From an optimization exercise on the open Yosys and OpenROAD flow, aimed at small area, a short achievable clock period and few clock cycles; shortcuts taken in it are not production practice.
Function was checked by simulation only, so behaviour that the tests miss may differ from the original.
Power figures rest on the tool's default switching activity, not on a simulated workload.

==> 08-27: inputs <==
## artemis_cpu
module artemis_cpu(clk, rst, imem_addr, imem_data,
                   dmem_addr, dmem_wdata, dmem_we, dmem_re, dmem_bytesel, dmem_lb4, dmem_rdata);
==> flow/config.mk <==
export PLATFORM = sky130hd
export DESIGN_NAME = artemis_cpu
export DESIGN_NICKNAME = artemis_cpu
export VERILOG_FILES = /design/flow/design.v
export SDC_FILE = /design/flow/constraint.sdc
export NUM_CORES = 4
export LEC_CHECK = 0
export CAP_MARGIN = 20
export CORE_MARGIN = 2
export CORE_UTILIZATION = 30
export CTS_CLUSTER_DIAMETER = 60
export CTS_CLUSTER_SIZE = 30
export SLEW_MARGIN = 20
==> flow/constraint.sdc <==
create_clock -name core_clock -period 20.0 [get_ports {clk}]
set_input_delay 4.0000 -clock core_clock [delete_from_list [all_inputs] [get_ports {clk}]]
set_output_delay 4.0000 -clock core_clock [all_outputs]
set_load 0.01 [all_outputs]
standard.sh (not shown) runs the stock make flow with config.mk's settings and CLKGATE_MAP_FILE= SYNTH_SCRIPT=/design/flow/synth_recipe.tcl, a recipe that flattens the netlist after the stock synthesis.
==> flow/flow/run.sh <==
#!/bin/bash
# The standard ORFS layout (standard.sh, unchanged synthesis), with
# repair_timing asked to reach a setup slack margin so that the design is
# sped up below the 20 ns clock constraint. The clock, the IO constraints
# and every other setting stay the standard flow's. make's output goes to standard.log;
# ORFS keeps each tool's own log under orfs/logs/.
set -euo pipefail
export SETUP_SLACK_MARGIN=14.5
bash standard.sh > standard.log 2>&1
==> inputs of 11-15, as changes to 08-27 <==
--- a/flow/design.v
+++ b/flow/design.v
@@ -154,78 +154,58 @@
     wire [7:0] cs_s1 = x0 ^ x1 ^ x2;
     wire [7:0] cs_c1 = {(x0[6:0] & x1[6:0]) | (x0[6:0] & x2[6:0]) | (x1[6:0] & x2[6:0]), d0[8]};
     wire [7:0] cs_s2 = cs_s1 ^ cs_c1 ^ x3;
     wire [7:0] cs_c2 = {(cs_s1[6:0] & cs_c1[6:0]) | (cs_s1[6:0] & x3[6:0]) | (cs_c1[6:0] & x3[6:0]), d1[8]};
     wire [8:0] ad9 = {cs_s2, 1'b1} + {cs_c2, d2[8]};
     wire [7:0] ad_sum = ad9[8:1];
     wire [31:0] seres = (sh == 5'd24) ? {{16{vb[15]}}, vb[15:0]} :
                         (sh == 5'd16) ? {{24{vb[7]}}, vb[7:0]} : 32'd0;
-    localparam M_IDLE = 2'd0, M_STEP = 2'd1, M_FIN = 2'd2, M_ACCH = 2'd3;
+    localparam M_IDLE = 2'd0, M_STEP = 2'd1, M_FIN = 2'd2;
     reg  [1:0]  mst;
     reg  [4:0]  mcnt;
     reg         ph32;
-    reg         mcy;
     wire m_signed = c_msgn;
     wire m_acc    = s_madd | s_msub;
     wire [32:0] aext = {m_signed & va[31], va};
     wire m_last   = (mcnt == 5'd31);
-    wire m_neg    = m_signed & m_last;                  
-    reg  [33:0] mx, my;
-    reg         mci;
-    always @(*) begin
-        mx = {ph32, ph32, m_res};
-        my = {aext[32], aext} & {34{vb[0]}};
-        mci = 1'b0;
-        if (mst == M_STEP) begin
-            if (m_neg) begin my = ~my; mci = 1'b1; end
-        end else if (mst == M_FIN) begin
-            mx = {2'b0, lo};
-            my = {2'b0, vb ^ {32{c_msub}}};
-            mci = c_msub;
-        end else begin
-            mx = {2'b0, hi};
-            my = {2'b0, vb ^ {32{c_msub}}};
-            mci = mcy;
-        end
-    end
-    wire [33:0] msum = mx + my + {33'd0, mci};
-    wire [31:0] mres = (mst == M_IDLE) ? 32'd0 :
-                       (mst == M_STEP) ? msum[32:1] : vb;
-    wire m_busy = ir_v && is_mulop && !((mst == M_FIN && !m_acc) || mst == M_ACCH);
+    wire m_subst  = c_msub ^ (m_signed & m_last);
+    wire [33:0] mpart = {aext[32], aext} & {34{m_wdata[0]}};
+    wire [33:0] my  = (mst == M_STEP) ? (mpart ^ {34{m_subst}}) : {2'b0, hi};
+    wire        mci = (mst == M_STEP) & m_subst;
+    wire [33:0] msum = {ph32, ph32, m_res} + my + {33'd0, mci};
+    wire [31:0] mres = (mst == M_IDLE) ? (lo & {32{m_acc}}) :
+                       (mst == M_STEP) ? msum[32:1] : m_wdata;
+    wire m_busy = ir_v && is_mulop && (mst != M_FIN);
     always @(posedge clk) begin
         if (rst) mst <= M_IDLE;
         else if (ir_v && is_mulop) begin
             case (mst)
                 M_IDLE: mst <= M_STEP;
                 M_STEP: if (m_last) mst <= M_FIN;
-                M_FIN:  mst <= m_acc ? M_ACCH : M_IDLE;
                 default: mst <= M_IDLE;
             endcase
         end
     end
     always @(posedge clk) begin
         mcnt <= (mst == M_STEP) ? mcnt + 5'd1 : 5'd0;
         if (mst == M_STEP) ph32 <= msum[33];
         else ph32 <= 1'b0;
-        mcy <= msum[32];
     end
     always @(posedge clk) begin
         if (rst_q) begin
             hi <= 32'd0;
             lo <= 32'd0;
         end else if (ir_v) begin
             if (f_mthi) hi <= va;
             if (f_mtlo) lo <= va;
-            if (mst == M_FIN && (f_mult | f_multu)) begin
-                hi <= m_res;
-                lo <= vb;
+            if (mst == M_FIN && (f_mult | f_multu | m_acc)) begin
+                hi <= m_acc ? msum[31:0] : m_res;
+                lo <= m_wdata;
             end
-            if (mst == M_FIN && m_acc) lo <= msum[31:0];
-            if (mst == M_ACCH) hi <= msum[31:0];
         end
     end
     wire eq  = (va == vb);
     wire gt  = ($signed(va) > $signed(vb));
     wire taken = (o_beq & eq) | (o_bne & ~eq) | (o_blez & ~gt) | (o_bgt & gt) |
                  (o_rim & rt == 5'd0 & va[31]) | (o_rim & rt == 5'd1 & ~va[31]) |
                  o_j | o_jal | f_jr;
     wire [8:0] pc1  = ir_pc + 9'd1;
@@ -238,43 +218,44 @@
     wire [31:0] link = {21'd0, pc1, 2'b00} + {21'd0, (pc1 == 9'd0), 11'd0};    
     wire [31:0] res_f = ({32{r_shift}} & shres) |
                       ({32{r_slt}}   & {31'd0, slt_r}) |
                       ({32{r_logic}} & lres) |
                       ({32{r_ad4b}}  & {24'd0, ad_sum}) |
                       ({32{r_se}}    & seres) |
                       ({32{r_hi}}    & hi) |
                       ({32{r_lo}}    & lo) |
-                      ({32{r_mul}}   & vb) |
+                      ({32{r_mul}}   & m_wdata) |
                       ({32{r_link}}  & link) |
                       ({32{r_sum}}   & sum[31:0]);
     wire [31:0] res = r_mul ? mres : res_f;
     wire bz = (vb == 32'd0);
     wire ex_wr = wr_static | (f_movn & ~bz) | (f_movz & bz);
     wire [5:0] d_op = d_ir[31:26];
     wire [4:0] d_rs = d_ir[25:21];
     wire [4:0] d_rt = d_ir[20:16];
+    wire [4:0] ra_a = m_busy ? rs : d_rs;
     wire d_o_r = (d_op == 6'd0);
     wire d_use_rs = d_o_r | (d_op == 6'd28) | (d_op == 6'd1) | (d_op[5:2] == 4'b0001) |
                     (d_op == 6'd62) | (d_op[5:3] == 3'b001) | (d_op[5:3] == 3'b100) |
                     (d_op[5:3] == 3'b101) | (d_op == 6'd51);
     wire d_use_rt = d_o_r | (d_op == 6'd28) | (d_op == 6'd31) | (d_op[5:2] == 4'b0001) |
                     (d_op == 6'd62) | (d_op[5:3] == 3'b101);
     wire [31:0] wb = m_ld ? dmem_rdata : m_res;
     reg  [31:0] rf_a, rf_b;
     integer j;
     always @(*) begin
         rf_a = 32'd0;
         rf_b = 32'd0;
         for (j = 1; j < 32; j = j + 1) begin
-            rf_a = rf_a | (rf[j] & {32{d_rs == j}});
+            rf_a = rf_a | (rf[j] & {32{ra_a == j}});
             rf_b = rf_b | (rf[j] & {32{d_rt == j}});
         end
     end
-    wire [31:0] rd_a = (m_we && m_dst == d_rs) ? wb : rf_a;
+    wire [31:0] rd_a = (m_we && m_dst == ra_a) ? wb : rf_a;
     wire [31:0] rd_b = (m_we && m_dst == d_rt) ? wb : rf_b;
     wire k_sub, k_imm, k_zx, k_sltu, k_var, k_left, k_sra, k_and, k_or, k_xor, k_nor, k_lui;
     wire k_sum, k_shift, k_slt, k_logic, k_ad4b, k_se, k_hi, k_lo, k_mul, k_link;
     alu_decode u_dec (.i(d_ir),
         .c_sub(k_sub), .c_imm(k_imm), .c_zx(k_zx), .c_sltu(k_sltu), .c_var(k_var), .c_left(k_left),
         .c_sra(k_sra), .c_and(k_and), .c_or(k_or), .c_xor(k_xor), .c_nor(k_nor), .c_lui(k_lui),
         .r_sum(k_sum), .r_shift(k_shift), .r_slt(k_slt), .r_logic(k_logic), .r_ad4b(k_ad4b),
         .r_se(k_se), .r_hi(k_hi), .r_lo(k_lo), .r_mul(k_mul), .r_link(k_link));
@@ -304,26 +285,23 @@
         end
     end
     always @(posedge clk) begin
         if (rst) begin
             ir_v <= 1'b0;
         end else if (!m_busy) begin
             ir_v <= d_v && !ld_stall && !redirect;
         end
-        if (m_busy) begin
-            if (mst == M_STEP) e_b <= {msum[0], e_b[31:1]};
-            else if (mst == M_FIN) e_b <= m_res;        
-        end else begin
+        e_a <= fwd_a ? res_f : rd_a;
+        e_b <= fwd_b ? res_f : rd_b;
+        if (!m_busy) begin
             ir <= d_ir;
             ir_pc <= d_pc;
             ir_hit <= d_hit;
             ir_hidx <= d_hidx;
-            e_a <= fwd_a ? res_f : rd_a;
-            e_b <= fwd_b ? res_f : rd_b;
             {c_sub, c_imm, c_zx, c_sltu, c_var, c_left, c_sra} <=
                 {k_sub, k_imm, k_zx, k_sltu, k_var, k_left, k_sra};
             {c_and, c_or, c_xor, c_nor, c_lui} <= {k_and, k_or, k_xor, k_nor, k_lui};
             c_msgn <= ~(d_ir[31:26] == 6'd0 && d_ir[5:0] == 6'd25);     
             c_msub <= (d_ir[31:26] == 6'd28 && d_ir[5:0] == 6'd4);      
             {r_sum, r_shift, r_slt, r_logic, r_ad4b, r_se, r_hi, r_lo, r_mul, r_link} <=
                 {k_sum, k_shift, k_slt, k_logic, k_ad4b, k_se, k_hi, k_lo, k_mul, k_link};
         end
@@ -336,43 +314,47 @@
             m_lb4 <= 1'b0;
         end else begin
             m_we <= ex_w;
             m_ld <= ex_go && o_ld;
             m_st <= ex_go && o_st;
             m_lb4 <= ex_go && (op == 6'd51);
         end
         m_res <= res;
-        m_wdata <= vb;
+        m_wdata <= (mst == M_STEP) ? {msum[0], m_wdata[31:1]} : vb;
         m_dst <= dst;
         m_bs <= (op == 6'd32 || op == 6'd40) ? 2'b01 : (op == 6'd33 || op == 6'd41) ? 2'b11 : 2'b00;
     end
     wire b_upd   = ex_go && is_cti;
     wire b_alloc = b_upd && !ir_hit && taken;
+    integer e;
     always @(posedge clk) begin
         if (rst) begin
             bv <= 3'd0;
             bptr <= 2'd0;
         end else if (b_alloc) begin
-            bv[bptr] <= 1'b1;
+            for (e = 0; e < 3; e = e + 1)
+                if (bptr == e) bv[e] <= 1'b1;
             bptr <= (bptr == 2'd2) ? 2'd0 : bptr + 2'd1;
         end
     end
     always @(posedge clk) begin
-        if (b_upd && ir_hit) begin
-            if (taken) begin
-                if (bctr[ir_hidx] != 2'd3) bctr[ir_hidx] <= bctr[ir_hidx] + 2'd1;
-                btgt[ir_hidx] <= tgt;
-            end else if (bctr[ir_hidx] != 2'd0) begin
-                bctr[ir_hidx] <= bctr[ir_hidx] - 2'd1;
+        for (e = 0; e < 3; e = e + 1) begin
+            if (b_upd && ir_hit && ir_hidx == e) begin
+                if (taken) begin
+                    if (bctr[e] != 2'd3) bctr[e] <= bctr[e] + 2'd1;
+                    btgt[e] <= tgt;
+                end else if (bctr[e] != 2'd0) begin
+                    bctr[e] <= bctr[e] - 2'd1;
+                end
+            end else if (b_alloc && bptr == e) begin
+                btag[e] <= ir_pc;
+                btgt[e] <= tgt;
+                bctr[e] <= 2'd2;
             end
-        end else if (b_alloc) begin
-            btag[bptr] <= ir_pc;
-            btgt[bptr] <= tgt;
-            bctr[bptr] <= 2'd2;
         end
     end
     integer i;
     always @(posedge clk) begin
         for (i = 1; i < 32; i = i + 1)
             if (rst_q || (m_we && m_dst == i)) rf[i] <= rst_q ? 32'd0 : wb;
     end
     assign imem_addr    = {21'd0, pc, 2'b00};
==> flow/flow/run.sh (replaced) <==
#!/bin/bash
# The standard ORFS layout (standard.sh, standard synthesis) with two
# changes to how the layout is made; the clock, the IO constraints and every
# other setting stay the standard flow's:
#  - every port is still buffered, with buf_4 cells instead of the delay cells
#    buffer_ports picks by default;
#  - repair_timing is asked to reach a setup slack margin, so that the design
#    is sped up below the 20 ns clock constraint.
# make's output goes to standard.log; ORFS keeps each tool's own log under
# orfs/logs/.
set -euo pipefail
export BUFFER_PORTS_ARGS="-buffer_cell sky130_fd_sc_hd__buf_4"
export SETUP_SLACK_MARGIN=14.5
bash standard.sh > standard.log 2>&1
==> comparison <==
In 11-15 the flip-flop and latch count is lower than in 08-27, by 5.
Between 11-15 and 08-27, the lower core utilization is in 11-15 (gap 0.45 points).
In 11-15 the area after synthesis is smaller than in 08-27, by 1.9%.
Of 08-27 and 11-15, 11-15 has the higher first-iteration DRC count (gap 7.8%, measured against 11-15).
Combinational power: 08-27 is higher than 11-15 (about 6%).
Against 08-27, the via count of 11-15 is lower by 3.0%.
In 11-15 the clock skew is lower than in 08-27, by 0.051 ns.
Of 11-15 and 08-27, 08-27 has the higher wire length (gap 4.4%, measured against 08-27).
==> figures <==
	08-27	11-15
Xor and xnor fraction of the mapped netlist area	3.16%	3.01%
Power Combinational	5.12 mW	4.83 mW
Cells on worst reg2reg path	21	14
Placement-stage cell area	81500 um2	79600 um2
Slew at the pin with the worst max-slew slack	1.31 ns	1.33 ns
Layout buffering overhead excluding clock cells	5.26%	3.90%
Met3 global-route usage	13.5%	14.0%
Data required time at the worst endpoint	20.57 ns	20.78 ns
CTS resizes	380	134
Slowest stage cell on the critical path	a222oi_1	mux2_2
Die Outline Area	254000 um2	249000 um2
Area overhead of the layout relative to synthesis	17.1%	15.4%
NumNets Final	7071	6870
Detailed-routed wire length on met3	66.6 mm	65.0 mm
Sequential fraction of design power	35.4%	37.5%
Status	timing/DRC/antenna clean	timing/DRC/antenna clean
Share of synthesized area occupied by flip-flops and latches	53.7%	53.7%
Count of flip-flops with a built-in enable after synthesis	1230	1164
Testbench counts of 08-27, summed over its fixed seeds: cycles 223,282.
Testbench counts of 11-15, summed over its fixed seeds: cycles 223,282.

==> static timing again, ports no longer ideal <==
How much do the figures lean on ideal ports? The routed layouts below were timed once more, with nothing changed but the port constraints. Step 1 assumes that a clkbuf_16 drives the clock port and a buf_2 every other input. Step 2 also shifts input and output timing later by t, the mid clock arrival at the registers, as if the neighbouring blocks saw the same clock. Slacks: no drivers / after step 1 / after step 2; pairs: no drivers / after step 1.
run | t (ns) | setup slack, ns | worst hold slack (ns) | clock arrival spread, ns | worst data-port slew with drivers (ns)
08-27 | 0.923 | 14.463 / 14.409 / 13.610 | 0.420 / 0.420 / 0.420 | 0.145 / 0.144 | 0.08
11-15 | 0.910 | 14.488 / 14.414 / 14.043 | 0.430 / 0.430 / 0.430 | 0.087 / 0.086 | 0.13
After both steps every run listed still meets setup and hold. The setup slack of 08-27, which loses most, moves by -0.054 ns with the drivers and by -0.853 ns with both steps.
